This design comes from an exercise in tuning for small area, a short achievable clock period and few clock cycles per item on the open sky130 flow, not from production work.
Power and IR drop assume default switching activity.

==> v3: inputs <==
==> flow/design.v <==
`timescale 1ns/10ps
module  ATCONV(
	input		clk,
	input		reset,
	output 	    busy,
	input		ready,
	output reg	[11:0]	iaddr,
	input signed [12:0]	idata,
	output	reg 	cwr,
	output  reg	[11:0]	caddr_wr,
	output reg 	[12:0] 	cdata_wr,
	output	reg 	crd,
	output  	[11:0] 	caddr_rd,
	input 	[12:0] 	cdata_rd,
	output reg 	csel
	);
	localparam K = 4;           
	localparam L = K + 2;       
	function [12:0] inc13;
		input [12:0] x;
		input ci;
		reg c;
		integer i;
		begin
			c = ci;
			for (i = 0; i < 13; i = i + 1) begin
				inc13[i] = x[i] ^ c;
				c = c & x[i];
			end
		end
	endfunction
	reg        run;
	reg        busy_r;    
	reg [2:0]  ci;
	reg [5:0]  s;
	reg        cp;
	reg [4:0]  b;
	assign busy = busy_r;
	wire tail   = b[4] & (s == 6'd2);
	wire last_i = tail ? (ci == 3'd4) : (ci == L-1);
	reg [2:0] n_ci;
	reg [5:0] n_s;
	reg       n_cp;
	reg [4:0] n_b;
	always @(*) begin
		n_ci = ci + 3'd1;
		n_s  = s;
		n_cp = cp;
		n_b  = b;
		if (last_i) begin
			n_ci = 3'd0;
			if (b[4]) begin
				if (s != 6'd2) n_s = s + 6'd1;
			end else if (s == 6'd32) begin
				n_s = 6'd0;
				n_cp = ~cp;
				if (cp) n_b = b + 5'd1;
			end else
				n_s = s + 6'd1;
		end
	end
	wire [7:0] row  = {b[4:1], 3'b000} + {7'd0, b[0]} + {4'd0, ci, 1'b0} - 8'd2;
	wire [5:0] rowc = row[7] ? 6'd0 : (row[6] ? 6'd63 : row[5:0]);
	wire [5:0] sm1  = s - 6'd1;
	wire [5:0] s32  = 6'd32 - s;
	wire [5:0] col  = cp ? ((s == 6'd0) ? 6'd0 : {sm1[4:0], 1'b1})
	                     : ((s == 6'd0) ? 6'd63 : {s32[4:0], 1'b0});
	wire wv = (ci >= 3'd2) &
	          (((s >= 6'd2) & ~b[4]) | ((s == 6'd0) & ((b != 5'd0) | cp)));
	wire fl = (s == 6'd0);      
	reg [12:0] pix, x1, x2;
	always @(posedge clk) begin
		pix <= idata;
		x1  <= pix;
		x2  <= x1;
	end
	reg [3:0] wvp;           
	reg [2:0] flp;           
	always @(posedge clk or posedge reset) begin
		if (reset) begin
			wvp <= 4'b0000;
			flp <= 3'b000;
		end else begin
			wvp <= {wvp[2:0], wv & run};
			flp <= {flp[1:0], fl};
		end
	end
	reg [17*L-1:0] Pring;
	reg [16*L-1:0] Nring;
	wire [15:0] sx2 = {{3{x2[12]}}, x2};
	wire [15:0] spx = {{3{pix[12]}}, pix};
	wire [15:0] v   = sx2 + spx + {x1[12], x1, 2'b00} + 16'd94;                 
	wire [16:0] cc  = {x1, 4'b0000} - {sx2[15], sx2, 1'b0} - {spx[15], spx, 1'b0};  
	reg  [15:0] Vr;
	reg  [16:0] Cr;
	always @(posedge clk) begin
		Vr <= v;
		Cr <= cc;
	end
	wire [15:0] Nh = Nring[15:0];
	wire [15:0] Xo = flp[2] ? Nh : Vr;
	wire [16:0] t2 = Pring[16:0] - {Xo[15], Xo};    
	wire [16:0] Pn = Cr - {Nh[15], Nh};
	reg  [12:0] t2r;
	always @(posedge clk) begin
		Pring <= {Pn, Pring[17*L-1:17]};
		Nring <= {Vr, Nring[16*L-1:16]};
		t2r   <= t2[16:4];
	end
	wire ok0 = ~t2r[12] & (|t2r[11:0]) & (t2r[11:0] < 12'hFF5);
	wire [12:0] l0 = {1'b0, t2r[11:0] & {12{ok0}}};
	reg [5:0] wrow, wcol;
	always @(posedge clk or posedge reset) begin
		if (reset) begin
			wrow <= 6'd0;
			wcol <= 6'd62;
		end else if (wvp[3]) begin
			if (wrow[2:1] != 2'b11)
				wrow <= wrow + 6'd2;
			else begin
				wrow <= wrow - 6'd6;
				if (wcol == 6'd63) begin
					wcol <= 6'd62;
					wrow <= wrow[0] ? wrow + 6'd1 : wrow - 6'd5;
				end else if (wcol == 6'd0)
					wcol <= 6'd1;
				else if (wcol[0])
					wcol <= wcol + 6'd2;
				else
					wcol <= wcol - 6'd2;
			end
		end
	end
	reg [12:0] pc;             
	reg        pst, pwp, c0;
	reg [12:0] mx;
	assign caddr_rd = {pc[11:7], pc[1], pc[6:2], pc[0]};
	reg  [3:0]  rg;            
	wire [3:0]  ng  = pc[12:9] + {3'd0, crd & (&pc[8:0])};
	wire        pen = ~ng[3] & (ng < rg);
	wire [9:0]  l1a = pc[11:2] - 10'd1;
	wire [8:0]  mxi = mx[12:4] + 9'd1;
	wire [12:0] l1 = (mx[3:0] != 4'd0) ? {mxi, 4'b0000} : mx;
	wire wr1  = (ci == 3'd4) & pwp;
	reg  done;     
	always @(posedge clk) begin
		if (crd) mx <= (c0 | (cdata_rd > mx)) ? cdata_rd : mx;
		cdata_wr <= wr1 ? l1 : l0;
		caddr_wr <= wr1 ? {2'b00, l1a} : {wrow, wcol};
		if (!run) iaddr <= 12'd63;
		else iaddr <= {rowc, col};
	end
	always @(posedge clk)
		busy_r <= ~reset & (run ? ~done : ready);
	always @(posedge clk or posedge reset) begin
		if (reset) begin
			done <= 1'b0;
			run <= 1'b0;
			ci <= 3'd1; s <= 6'd0; cp <= 1'b0; b <= 5'd0;
			pc <= 13'd0; pst <= 1'b0; pwp <= 1'b0; c0 <= 1'b0; rg <= 4'd0;
			crd <= 1'b0; cwr <= 1'b0; csel <= 1'b0;
		end else begin
			rg <= ((s >= 6'd2) | cp | b[0]) ? b[4:1] : ((b[4:1] == 4'd0) ? 4'd0 : b[4:1] - 4'd1);
			if (!run) begin
				run <= ready;
				cwr <= 1'b0;
				crd <= 1'b0;
				csel <= 1'b0;
				c0 <= 1'b0;
			end else if (done) begin
				run <= 1'b0;
				ci <= 3'd1; s <= 6'd0; cp <= 1'b0; b <= 5'd0;
				pc <= 13'd0; pst <= 1'b0; pwp <= 1'b0; c0 <= 1'b0; done <= 1'b0;
				crd <= 1'b0; cwr <= 1'b0; csel <= 1'b0;
			end else begin
				ci <= n_ci; s <= n_s; cp <= n_cp; b <= n_b;
				pc <= inc13(pc, crd);
				if (ci == 3'd3) begin
					pst <= pen;
					pwp <= pst;
					crd <= pen;
					c0  <= pen;
				end else begin
					c0 <= 1'b0;
					crd <= (ci == 3'd4 || ci == 3'd5) ? 1'b0 : pst;
				end
				cwr  <= wvp[3] | wr1;
				csel <= wr1;
				done <= wr1 & (l1a == 10'h3FF);
			end
		end
	end
endmodule
==> flow/flow/run.sh <==
#!/bin/bash
set -euo pipefail
export BUFFER_PORTS_ARGS="-buffer_cell sky130_fd_sc_hd__buf_2"
export SETUP_SLACK_MARGIN=6.5
bash standard.sh > standard.log 2>&1
==> flow/standard.sh <==
#!/bin/bash
# synth_recipe.tcl (not shown) runs the flow's synth.tcl, then flattens the netlist and writes it again
# the make line also repeats each setting of config.mk as NAME=value (left out here)
make -C /OpenROAD-flow-scripts/flow DESIGN_CONFIG=/design/flow/config.mk WORK_HOME=/design/flow/orfs CLKGATE_MAP_FILE= SYNTH_SCRIPT=/design/flow/synth_recipe.tcl "${@:-finish}"
==> flow/config.mk <==
export PLATFORM = sky130hd
export DESIGN_NAME = ATCONV
export DESIGN_NICKNAME = ATCONV
export VERILOG_FILES = /design/flow/design.v
export SDC_FILE = /design/flow/constraint.sdc
export NUM_CORES = 4
export LEC_CHECK = 0
export CAP_MARGIN = 20
export CORE_MARGIN = 2
export CORE_UTILIZATION = 40
export CTS_CLUSTER_DIAMETER = 100
export CTS_CLUSTER_SIZE = 30
export SLEW_MARGIN = 20
==> flow/constraint.sdc <==
create_clock -name core_clock -period 10.0 [get_ports {clk}]
set_input_delay 2.0000 -clock core_clock [delete_from_list [all_inputs] [get_ports {clk}]]
set_output_delay 2.0000 -clock core_clock [all_outputs]
set_load 0.01 [all_outputs]
==> inputs of v37, as changes to v3 <==
--- a/flow/config.mk
+++ b/flow/config.mk
@@ -10,4 +10,4 @@
 export CORE_UTILIZATION = 40
 export CTS_CLUSTER_DIAMETER = 100
-export CTS_CLUSTER_SIZE = 30
+export CTS_CLUSTER_SIZE = 25
 export SLEW_MARGIN = 20
==> summary.txt <==
global routing usage summed across all routing layers=a little over an eighth; total power draw=just over 5 mW; sequential share of cell area=about half; Post-Layout Cell Count=1933; total met2 wirelength after detailed routing=about 12 mm; maximum resistive drop on vdd=~0.14 mV; M1 GR Usage=19.4%; met2 Use GR=21.7%; status=complete, no violations; ClkCell Share=3.59%; share of post-route cells with drive strength above 1=under 10%; launch point of the worst hold path=Pring[97]; clk pwr=between 0.8 and 0.9 mW
-- figures above: v37

==> summary.txt <==
share of post-route cells with drive strength above 1=under 10%; met2 Use GR=between 20% and 30%; M1 GR Usage=between 15 and 20%; total met2 wirelength after detailed routing=11.5 mm; launch point of the worst hold path=Pring[83]; total power draw=between 4 and 5 mW; ClkCell Share=slightly below 3%; status=complete, no violations; maximum resistive drop on vdd=around 0.14 mV; flip-flop count of the largest register, all copies and words added=102; clk pwr=a little under 0.8 mW; Post-Layout Cell Count=just under 2000; total of clock buffers placed in the layout=18
-- figures above: v3

Function was not checked in any run of this note: the RTL went through the layout flow alone.

==> cedar <==
ATCONV, a different RTL version from the one above (not shown whole).
export LEC_CHECK = 0
export CAP_MARGIN = 20
export CORE_MARGIN = 2
export CORE_UTILIZATION = 40
export CTS_CLUSTER_DIAMETER = 100
export CTS_CLUSTER_SIZE = 30
export SLEW_MARGIN = 20
create_clock -name core_clock -period 10.0 [get_ports {clk}]
standard.sh (not shown) runs the stock make flow with config.mk's settings and CLKGATE_MAP_FILE= SYNTH_SCRIPT=/design/flow/synth_recipe.tcl, a recipe that flattens the netlist after the stock synthesis.
==> flow/flow/run.sh <==
#!/bin/bash
set -euo pipefail
export BUFFER_PORTS_ARGS="-buffer_cell sky130_fd_sc_hd__buf_2"
export SETUP_SLACK_MARGIN=6.9
bash standard.sh > standard.log 2>&1
==> amber (differences from cedar) <==
==> flow/design.v (replaced) <==
`timescale 1ns/10ps
module  ATCONV(
	input		clk,
	input		reset,
	output 	    busy,
	input		ready,
	output reg	[11:0]	iaddr,
	input signed [12:0]	idata,
	output	reg 	cwr,
	output  reg	[11:0]	caddr_wr,
	output reg 	[12:0] 	cdata_wr,
	output	reg 	crd,       
	output  	[11:0] 	caddr_rd,
	input 	[12:0] 	cdata_rd,
	output reg 	csel
	);
	localparam K = 4;           
	localparam L = K + 2;       
	function [12:0] inc13;
		input [12:0] x;
		input ci;
		reg c;
		integer i;
		begin
			c = ci;
			for (i = 0; i < 13; i = i + 1) begin
				inc13[i] = x[i] ^ c;
				c = c & x[i];
			end
		end
	endfunction
	reg        run;
	reg        busy_r;    
	reg [2:0]  ci;
	reg [5:0]  s;
	reg        cp;
	reg [4:0]  b;
	assign busy = busy_r;
	wire tail   = b[4] & (s == 6'd2);
	wire last_i = tail ? (ci == 3'd4) : (ci == L-1);
	reg [2:0] n_ci;
	reg [5:0] n_s;
	reg       n_cp;
	reg [4:0] n_b;
	always @(*) begin
		n_ci = ci + 3'd1;
		n_s  = s;
		n_cp = cp;
		n_b  = b;
		if (last_i) begin
			n_ci = 3'd0;
			if (b[4]) begin
				if (s != 6'd2) n_s = s + 6'd1;
			end else if (s == 6'd32) begin
				n_s = cp ? 6'd0 : 6'd1;
				n_cp = ~cp;
				if (cp) n_b = b + 5'd1;
			end else
				n_s = s + 6'd1;
		end
	end
	wire [7:0] row  = {b[4:1], 3'b000} + {7'd0, b[0]} + {4'd0, ci, 1'b0} - 8'd2;
	wire [5:0] rowc = row[7] ? 6'd0 : (row[6] ? 6'd63 : row[5:0]);
	wire [5:0] sm1  = s - 6'd1;
	wire [5:0] s32  = 6'd32 - s;
	wire [5:0] col  = cp ? ((s == 6'd0) ? 6'd0 : {sm1[4:0], 1'b1})
	                     : ((s == 6'd0) ? 6'd63 : {s32[4:0], 1'b0});
	wire fl = (s == 6'd0) | (cp & (s == 6'd1));    
	wire wv = (ci >= 3'd2) & (((s >= 6'd2) & ~b[4]) | (fl & ((b != 5'd0) | cp)));
	reg [12:0] pix, x1, x2;
	always @(posedge clk) begin
		pix <= idata;
		x1  <= pix;
		x2  <= x1;
	end
	reg [3:0] wvp;           
	reg [2:0] flp;           
	always @(posedge clk or posedge reset) begin
		if (reset) begin
			wvp <= 4'b0000;
			flp <= 3'b000;
		end else begin
			wvp <= {wvp[2:0], wv & run};
			flp <= {flp[1:0], fl};
		end
	end
	reg [17*L-1:0] Pring;
	reg [16*L-1:0] Nring;
	wire [15:0] sx2 = {{3{x2[12]}}, x2};
	wire [15:0] spx = {{3{pix[12]}}, pix};
	wire [15:0] v   = sx2 + spx + {x1[12], x1, 2'b00};                          
	wire [16:0] cc  = {x1, 4'b0000} - {sx2[15], sx2, 1'b0} - {spx[15], spx, 1'b0};  
	reg  [15:0] Vr;
	reg  [16:0] Cr;
	always @(posedge clk) begin
		Vr <= v;
		Cr <= cc;
	end
	wire [15:0] Nh = Nring[15:0];
	wire [15:0] Xo = flp[2] ? Nh : Vr;
	wire [16:0] t2 = Pring[16:0] - {Xo[15], Xo};    
	wire [16:0] Pn = Cr - {Nh[15], Nh} - 17'd188;
	reg  [12:0] t2r;
	always @(posedge clk) begin
		Pring <= {Pn, Pring[17*L-1:17]};
		Nring <= {Vr, Nring[16*L-1:16]};
		t2r   <= t2[16:4];
	end
	wire ok0 = ~t2r[12] & (|t2r[11:0]) & (t2r[11:0] < 12'hFF5);
	wire [12:0] l0 = {1'b0, t2r[11:0] & {12{ok0}}};
	reg [2:0] wg;
	reg [1:0] wj;
	reg       wrp, wpar;
	reg [4:0] wk;
	always @(posedge clk or posedge reset) begin
		if (reset) begin
			wg <= 3'd0; wj <= 2'd0; wrp <= 1'b0; wpar <= 1'b0; wk <= 5'd0;
		end else if (wvp[3]) begin
			wj <= wj + 2'd1;
			if (wj == 2'b11) begin
				wk <= wk + 5'd1;
				if (wk == 5'd31) begin
					wpar <= ~wpar;
					if (wpar) begin
						wrp <= ~wrp;
						if (wrp) wg <= wg + 3'd1;
					end
				end
			end
		end
	end
	wire [5:0] wrow = {wg, wj, wrp};
	wire [5:0] wcol = {wk ^ {5{~wpar}}, wpar};
	reg [12:0] pc;             
	reg        pst, pwp, c0;
	reg        rv, r0;
	reg [12:0] rdr, mx;
	reg        rd;             
	reg        done;           
	wire [12:0] pcn = pc + {12'd0, rd};
	assign caddr_rd = {pc[11:9], pc[3:2], pc[1], pc[8:4], pc[0]};
	wire [2:0] st = tail ? 3'd2 : 3'd3;
	wire [2:0] wc = tail ? 3'd4 : 3'd5;
	reg  [3:0]  rg;            
	reg         pen;
	wire [2:0]  pg  = pc[11:9];
	wire [4:0]  pj  = pc[8:4];
	wire [3:0]  pg1 = {1'b0, pg} + 4'd1;
	wire        lst = b[0] & cp;                       
	wire        r_same = ({1'b0, pg} < rg) | (({1'b0, pg} == b[4:1]) & lst & ({1'b0, pj} + 6'd4 <= s));
	wire        r_j1   = ({1'b0, pg} < rg) | (({1'b0, pg} == b[4:1]) & lst & ({1'b0, pj} + 6'd5 <= s));
	wire        r_g1   = ~pg1[3] & ((pg1 < rg) | ((pg1 == b[4:1]) & lst & (s >= 6'd4)));
	wire        pen_n  = ~pc[12] & ((~pst | (pc[3:2] != 2'b11)) ? r_same :
	                                (pj != 5'd31) ? r_j1 : r_g1);
	wire rd_next = run & ~done & ((ci == st) ? pen :
	               ((ci == st + 3'd1) | (ci == 3'd0) | (ci == 3'd1)) ? pst : 1'b0);
	wire [9:0]  l1a = pc[11:2] - 10'd1;
	wire [8:0]  mxi = mx[12:4] + 9'd1;
	wire [12:0] l1 = (mx[3:0] != 4'd0) ? {mxi, 4'b0000} : mx;
	wire wr1  = (ci == wc) & pwp;
	always @(posedge clk) begin
		rdr <= cdata_rd;
		if (rv) mx <= (r0 | (rdr > mx)) ? rdr : mx;
		crd <= rd_next;
		pen <= pen_n;
		cdata_wr <= wr1 ? l1 : l0;
		caddr_wr <= wr1 ? {2'b00, l1a[9:7], l1a[1:0], l1a[6:2]} : {wrow, wcol};
		if (!run) iaddr <= 12'd63;
		else iaddr <= {rowc, col};
	end
	always @(posedge clk)
		busy_r <= ~reset & (run ? ~done : ready);
	always @(posedge clk or posedge reset) begin
		if (reset) begin
			done <= 1'b0;
			run <= 1'b0;
			ci <= 3'd1; s <= 6'd0; cp <= 1'b0; b <= 5'd0;
			pc <= 13'd0; pst <= 1'b0; pwp <= 1'b0; c0 <= 1'b0; rg <= 4'd0;
			rv <= 1'b0; r0 <= 1'b0;
			rd <= 1'b0; cwr <= 1'b0; csel <= 1'b0;
		end else begin
			rv <= rd;
			r0 <= c0;
			rg <= ((s >= 6'd2) | cp | b[0]) ? b[4:1] : ((b[4:1] == 4'd0) ? 4'd0 : b[4:1] - 4'd1);
			if (!run) begin
				run <= ready;
				cwr <= 1'b0;
				rd <= 1'b0;
				csel <= 1'b0;
				c0 <= 1'b0;
			end else if (done) begin
				run <= 1'b0;
				ci <= 3'd1; s <= 6'd0; cp <= 1'b0; b <= 5'd0;
				pc <= 13'd0; pst <= 1'b0; pwp <= 1'b0; c0 <= 1'b0; done <= 1'b0;
				rd <= 1'b0; cwr <= 1'b0; csel <= 1'b0;
			end else begin
				ci <= n_ci; s <= n_s; cp <= n_cp; b <= n_b;
				pc <= pcn;
				rd <= rd_next;
				c0 <= (ci == st) & pen;
				if (ci == st) begin
					pst <= pen;
					pwp <= pst;
				end
				cwr  <= wvp[3] | wr1;
				csel <= wr1;
				done <= wr1 & (l1a == 10'h3FF);
			end
		end
	end
endmodule
==> harbor (differences from cedar) <==
--- a/flow/design.v
+++ b/flow/design.v
@@ -32,14 +32,27 @@
 		reg c;
 		integer i;
 		begin
 			c = 1'b1;
 			for (i = 0; i < 10; i = i + 1) begin
 				dec10[i] = x[i] ^ c;
 				c = c & ~x[i];
+			end
+		end
+	endfunction
+	function [12:0] inc13;
+		input [12:0] x;
+		input ci;
+		reg c;
+		integer i;
+		begin
+			c = ci;
+			for (i = 0; i < 13; i = i + 1) begin
+				inc13[i] = x[i] ^ c;
+				c = c & x[i];
 			end
 		end
 	endfunction
 	reg        run;
 	reg        busy_r;    
 	reg [2:0]  ci;
 	reg [5:0]  s;
@@ -65,22 +78,20 @@
 				n_s = cp ? 6'd0 : 6'd1;
 				n_cp = ~cp;
 				if (cp) n_b = b + 5'd1;
 			end else
 				n_s = s + 6'd1;
 		end
 	end
-	wire       ci0  = (ci == 3'd0);
-	wire       ci5  = (ci == 3'd5);
-	wire [2:0] rgrp = b[3:1] + {2'b00, ci5} - {2'b00, ci0};
-	wire [1:0] cim1 = ci[1:0] - 2'd1;
-	wire [5:0] rowc = (ci0 & (b[4:1] == 4'd0)) ? 6'd0 :
-	                  (ci5 & (b[4:1] == 4'd7)) ? 6'd63 : {rgrp, cim1, b[0]};
-	wire [4:0] sm1  = s[4:0] - 5'd1;
-	wire [5:0] col  = (s == 6'd0) ? {6{~cp}} : {sm1 ^ {5{~cp}}, cp};
+	wire [7:0] row  = {b[4:1], 3'b000} + {7'd0, b[0]} + {4'd0, ci, 1'b0} - 8'd2;
+	wire [5:0] rowc = row[7] ? 6'd0 : (row[6] ? 6'd63 : row[5:0]);
+	wire [5:0] sm1  = s - 6'd1;
+	wire [5:0] s32  = 6'd32 - s;
+	wire [5:0] col  = cp ? ((s == 6'd0) ? 6'd0 : {sm1[4:0], 1'b1})
+	                     : ((s == 6'd0) ? 6'd63 : {s32[4:0], 1'b0});
 	wire fl = (s == 6'd0) | (cp & (s == 6'd1));    
 	wire wv = (ci >= 3'd2) & (((s >= 6'd2) & ~b[4]) | (fl & ((b != 5'd0) | cp)));
 	reg [12:0] pix, x1, x2;
 	always @(posedge clk) begin
 		pix <= idata;
 		x1  <= pix;
 		x2  <= x1;
@@ -103,26 +114,23 @@
 	wire [15:0] v   = sx2 + spx + {x1[12], x1, 2'b00};                          
 	reg  [15:0] Vr;
 	always @(posedge clk)
 		Vr <= v;
 	wire [15:0] Nh = Nring[15:0];
 	wire [15:0] Xo = flp[2] ? Nh : Vr;
 	wire [16:0] t2 = Pring[16:0] - {Xo[15], Xo};    
-	wire [16:0] Pn = {x2, 4'b0000} + {x2[12], x2, 3'b000} - {Vr, 1'b0} - {Nh[15], Nh};
+	wire [16:0] Pn = {x2, 4'b0000} + {x2[12], x2, 3'b000} - {Vr, 1'b0} - {Nh[15], Nh} - 17'd188;
 	reg  [12:0] t2r;
-	reg         t2f;
 	always @(posedge clk) begin
 		Pring <= {Pn, Pring[17*L-1:17]};
 		Nring <= {Vr, Nring[16*L-1:16]};
 		t2r   <= t2[16:4];
-		t2f   <= (t2[3:2] == 2'b11);      
-	end
-	wire [12:0] tb  = t2r + 13'h1FF4 + {12'd0, t2f};
-	wire ok0 = ~tb[12] & (|tb[11:0]) & (tb[11:0] < 12'hFF5);
-	wire [12:0] l0 = {1'b0, tb[11:0] & {12{ok0}}};
+	end
+	wire ok0 = ~t2r[12] & (|t2r[11:0]) & (t2r[11:0] < 12'hFF5);
+	wire [12:0] l0 = {1'b0, t2r[11:0] & {12{ok0}}};
 	reg [2:0] wg;
 	reg [1:0] wj;
 	reg       wrp, wpar;
 	reg [4:0] wk;
 	always @(posedge clk or posedge reset) begin
 		if (reset) begin
 			wg <= 3'd0; wj <= 2'd0; wrp <= 1'b0; wpar <= 1'b0; wk <= 5'd0;
@@ -147,35 +155,37 @@
 	reg        rv, r0;
 	reg [8:0]  rdr, mx;
 	reg        rd;             
 	reg        done;           
 	wire [12:0] pcn = pc + {12'd0, rd};
 	wire [2:0] st = tail ? 3'd2 : 3'd3;
 	wire [2:0] wc = tail ? 3'd4 : 3'd5;
-	reg  [6:0]  cr;
-	reg         pen, pil0;
-	reg         cr_inc1, cr_inc3;      
-	wire        cr_dec  = (ci == st) & pen & pil0;
-	wire        il0   = pst ? (pc[3:2] == 2'b11) : (pc[3:2] == 2'b00);    
-	wire        pen_n = ~pc[12] & (~il0 | (cr != 7'd0));
+	reg  [3:0]  rg;            
+	reg         pen;
+	wire [2:0]  pg  = pc[11:9];
+	wire [4:0]  pj  = pc[8:4];
+	wire [3:0]  pg1 = {1'b0, pg} + 4'd1;
+	wire        lst = b[0] & cp;                       
+	wire        r_same = ({1'b0, pg} < rg) | (({1'b0, pg} == b[4:1]) & lst & ({1'b0, pj} + 6'd4 <= s));
+	wire        r_j1   = ({1'b0, pg} < rg) | (({1'b0, pg} == b[4:1]) & lst & ({1'b0, pj} + 6'd5 <= s));
+	wire        r_g1   = ~pg1[3] & ((pg1 < rg) | ((pg1 == b[4:1]) & lst & (s >= 6'd4)));
+	wire        pen_n  = ~pc[12] & ((~pst | (pc[3:2] != 2'b11)) ? r_same :
+	                                (pj != 5'd31) ? r_j1 : r_g1);
 	wire rd_next = run & ~done & ((ci == st) ? pen :
 	               ((ci == st + 3'd1) | (ci == 3'd0) | (ci == 3'd1)) ? pst : 1'b0);
 	wire [9:0]  l1a = dec10(pc[11:2]);
 	wire [8:0]  mxi = {1'b0, mx[8:1]} + {8'd0, mx[0]};
 	wire [12:0] l1 = {mxi, 4'b0000};
 	wire wr1  = (ci == wc) & pwp;
 	always @(posedge clk) begin
 		rdr <= {cdata_rd[11:4], |cdata_rd[3:0]};
 		if (rv) mx <= (r0 | gt9(rdr, mx)) ? rdr : mx;
 		crd <= rd_next;
 		pen <= pen_n;
-		pil0 <= il0;
-		cr_inc1 <= last_i & b[0] & cp & (s >= 6'd3) & (s <= 6'd31);
-		cr_inc3 <= last_i & ~b[0] & ~cp & (s == 6'd1) & (b != 5'd0);
-		caddr_rd <= {pcn[11:9], pcn[3:2], pcn[1], pcn[8:4], pcn[0]};    
+		caddr_rd <= (run & ~done) ? {pcn[11:9], pcn[3:2], pcn[1], pcn[8:4], pcn[0]} : 12'd0;
 		cdata_wr <= wr1 ? l1 : l0;
 		caddr_wr <= wr1 ? {2'b00, l1a[9:7], l1a[1:0], l1a[6:2]} : {wrow, wcol};
 		if (!run) iaddr <= 12'd63;
 		else iaddr <= {rowc, col};
 	end
 	always @(posedge clk) begin
 		busy_r <= ~reset & (run ? ~done : ready);
@@ -183,33 +193,33 @@
 		csel   <= ~reset & run & ~done & wr1;
 	end
 	always @(posedge clk or posedge reset) begin
 		if (reset) begin
 			done <= 1'b0;
 			run <= 1'b0;
 			ci <= 3'd1; s <= 6'd0; cp <= 1'b0; b <= 5'd0;
-			pc <= 13'd0; pst <= 1'b0; pwp <= 1'b0; c0 <= 1'b0; cr <= 7'd0;
+			pc <= 13'd0; pst <= 1'b0; pwp <= 1'b0; c0 <= 1'b0; rg <= 4'd0;
 			rv <= 1'b0; r0 <= 1'b0;
 			rd <= 1'b0;
 		end else begin
 			rv <= rd;
 			r0 <= c0;
+			rg <= ((s >= 6'd2) | cp | b[0]) ? b[4:1] : ((b[4:1] == 4'd0) ? 4'd0 : b[4:1] - 4'd1);
 			if (!run) begin
 				run <= ready;
 				rd <= 1'b0;
 				c0 <= 1'b0;
 			end else if (done) begin
 				run <= 1'b0;
 				ci <= 3'd1; s <= 6'd0; cp <= 1'b0; b <= 5'd0;
-				pc <= 13'd0; pst <= 1'b0; pwp <= 1'b0; c0 <= 1'b0; done <= 1'b0; cr <= 7'd0;
+				pc <= 13'd0; pst <= 1'b0; pwp <= 1'b0; c0 <= 1'b0; done <= 1'b0;
 				rd <= 1'b0;
 			end else begin
 				ci <= n_ci; s <= n_s; cp <= n_cp; b <= n_b;
 				pc <= pcn;
-				cr <= cr_inc1 ? cr + 7'd1 : cr_inc3 ? cr + 7'd3 : cr_dec ? cr - 7'd1 : cr;
 				rd <= rd_next;
 				c0 <= (ci == st) & pen;
 				if (ci == st) begin
 					pst <= pen;
 					pwp <= pst;
 				end
 				done <= wr1 & (l1a == 10'h3FF);
==> qor summary <==
metric                                                    amber      harbor       cedar
Number of global-route vias before repair                  9727        8647        8576
Global-route total usage across every layer               13.7%       13.4%       12.8%
Instance area after placement                        17000 um^2  15600 um^2  15700 um^2
Multi-input gate area                                 6860 um^2   6000 um^2   5970 um^2
Multi-Input Combinational                                   873         707         737
Critical R2R Capture                                     Cr[15]  Pring[101]  Pring[101]
Post-Synthesis Net Count                                   1657        1413        1414
Power share of the clock group                            18.9%       13.9%       15.5%
First-pass GRT wire length                             47300 um    41900 um    40900 um
Result of the run              no timing/DRC/antenna violations  no timing/DRC/antenna violations  no timing/DRC/antenna violations
Worst setup startpoint                                    pc[4]       x2[0]       Vr[2]
Transition time of the tightest slew-check pin          1.08 ns    0.852 ns    0.966 ns
Grt met3 use                                              1.53%       1.96%       1.74%
Number of storage elements in the synthesis netlist         408         397         404
No functional check of the RTL was part of any run of this note.

[separate check: timing with driven ports]
How much do the figures lean on ideal ports? The routed layouts below were timed once more, with nothing changed but the port constraints. Step 1 sets driving cells, clkbuf_16 on the clock port and buf_2 on the other inputs (assumed; they add their load-dependent delay and slew). Step 2 moves the port delays by t, midway between the first and last clock arrival at a register: inputs arrive t later, outputs are due t later. That takes back most of the time a late clock gives input paths. a / b / c = ideal / step 1 / step 2; a / b = the first two.
run | shift t [ns] | setup WS [ns] | worst setup path after step 2 | latest minus earliest clock arrival (ns)
v3 | 0.568 | 6.647 / 6.596 / 6.278 | input to register | 0.018 / 0.017
v37 | 0.581 | 6.637 / 6.587 / 6.262 | input to register | 0.028 / 0.029
cedar | 0.568 | 6.946 / 6.929 / 6.845 | input to register | 0.024 / 0.024
amber | 0.570 | 6.898 / 6.845 / 6.908 | input to register | 0.020 / 0.021
harbor | 0.562 | 6.670 / 6.670 / 6.670 | register to register | 0.035 / 0.035
After both steps every run listed still meets setup and hold. For v37, which loses most, drivers alone change the setup slack by -0.050 ns; drivers and shift together by -0.375 ns.
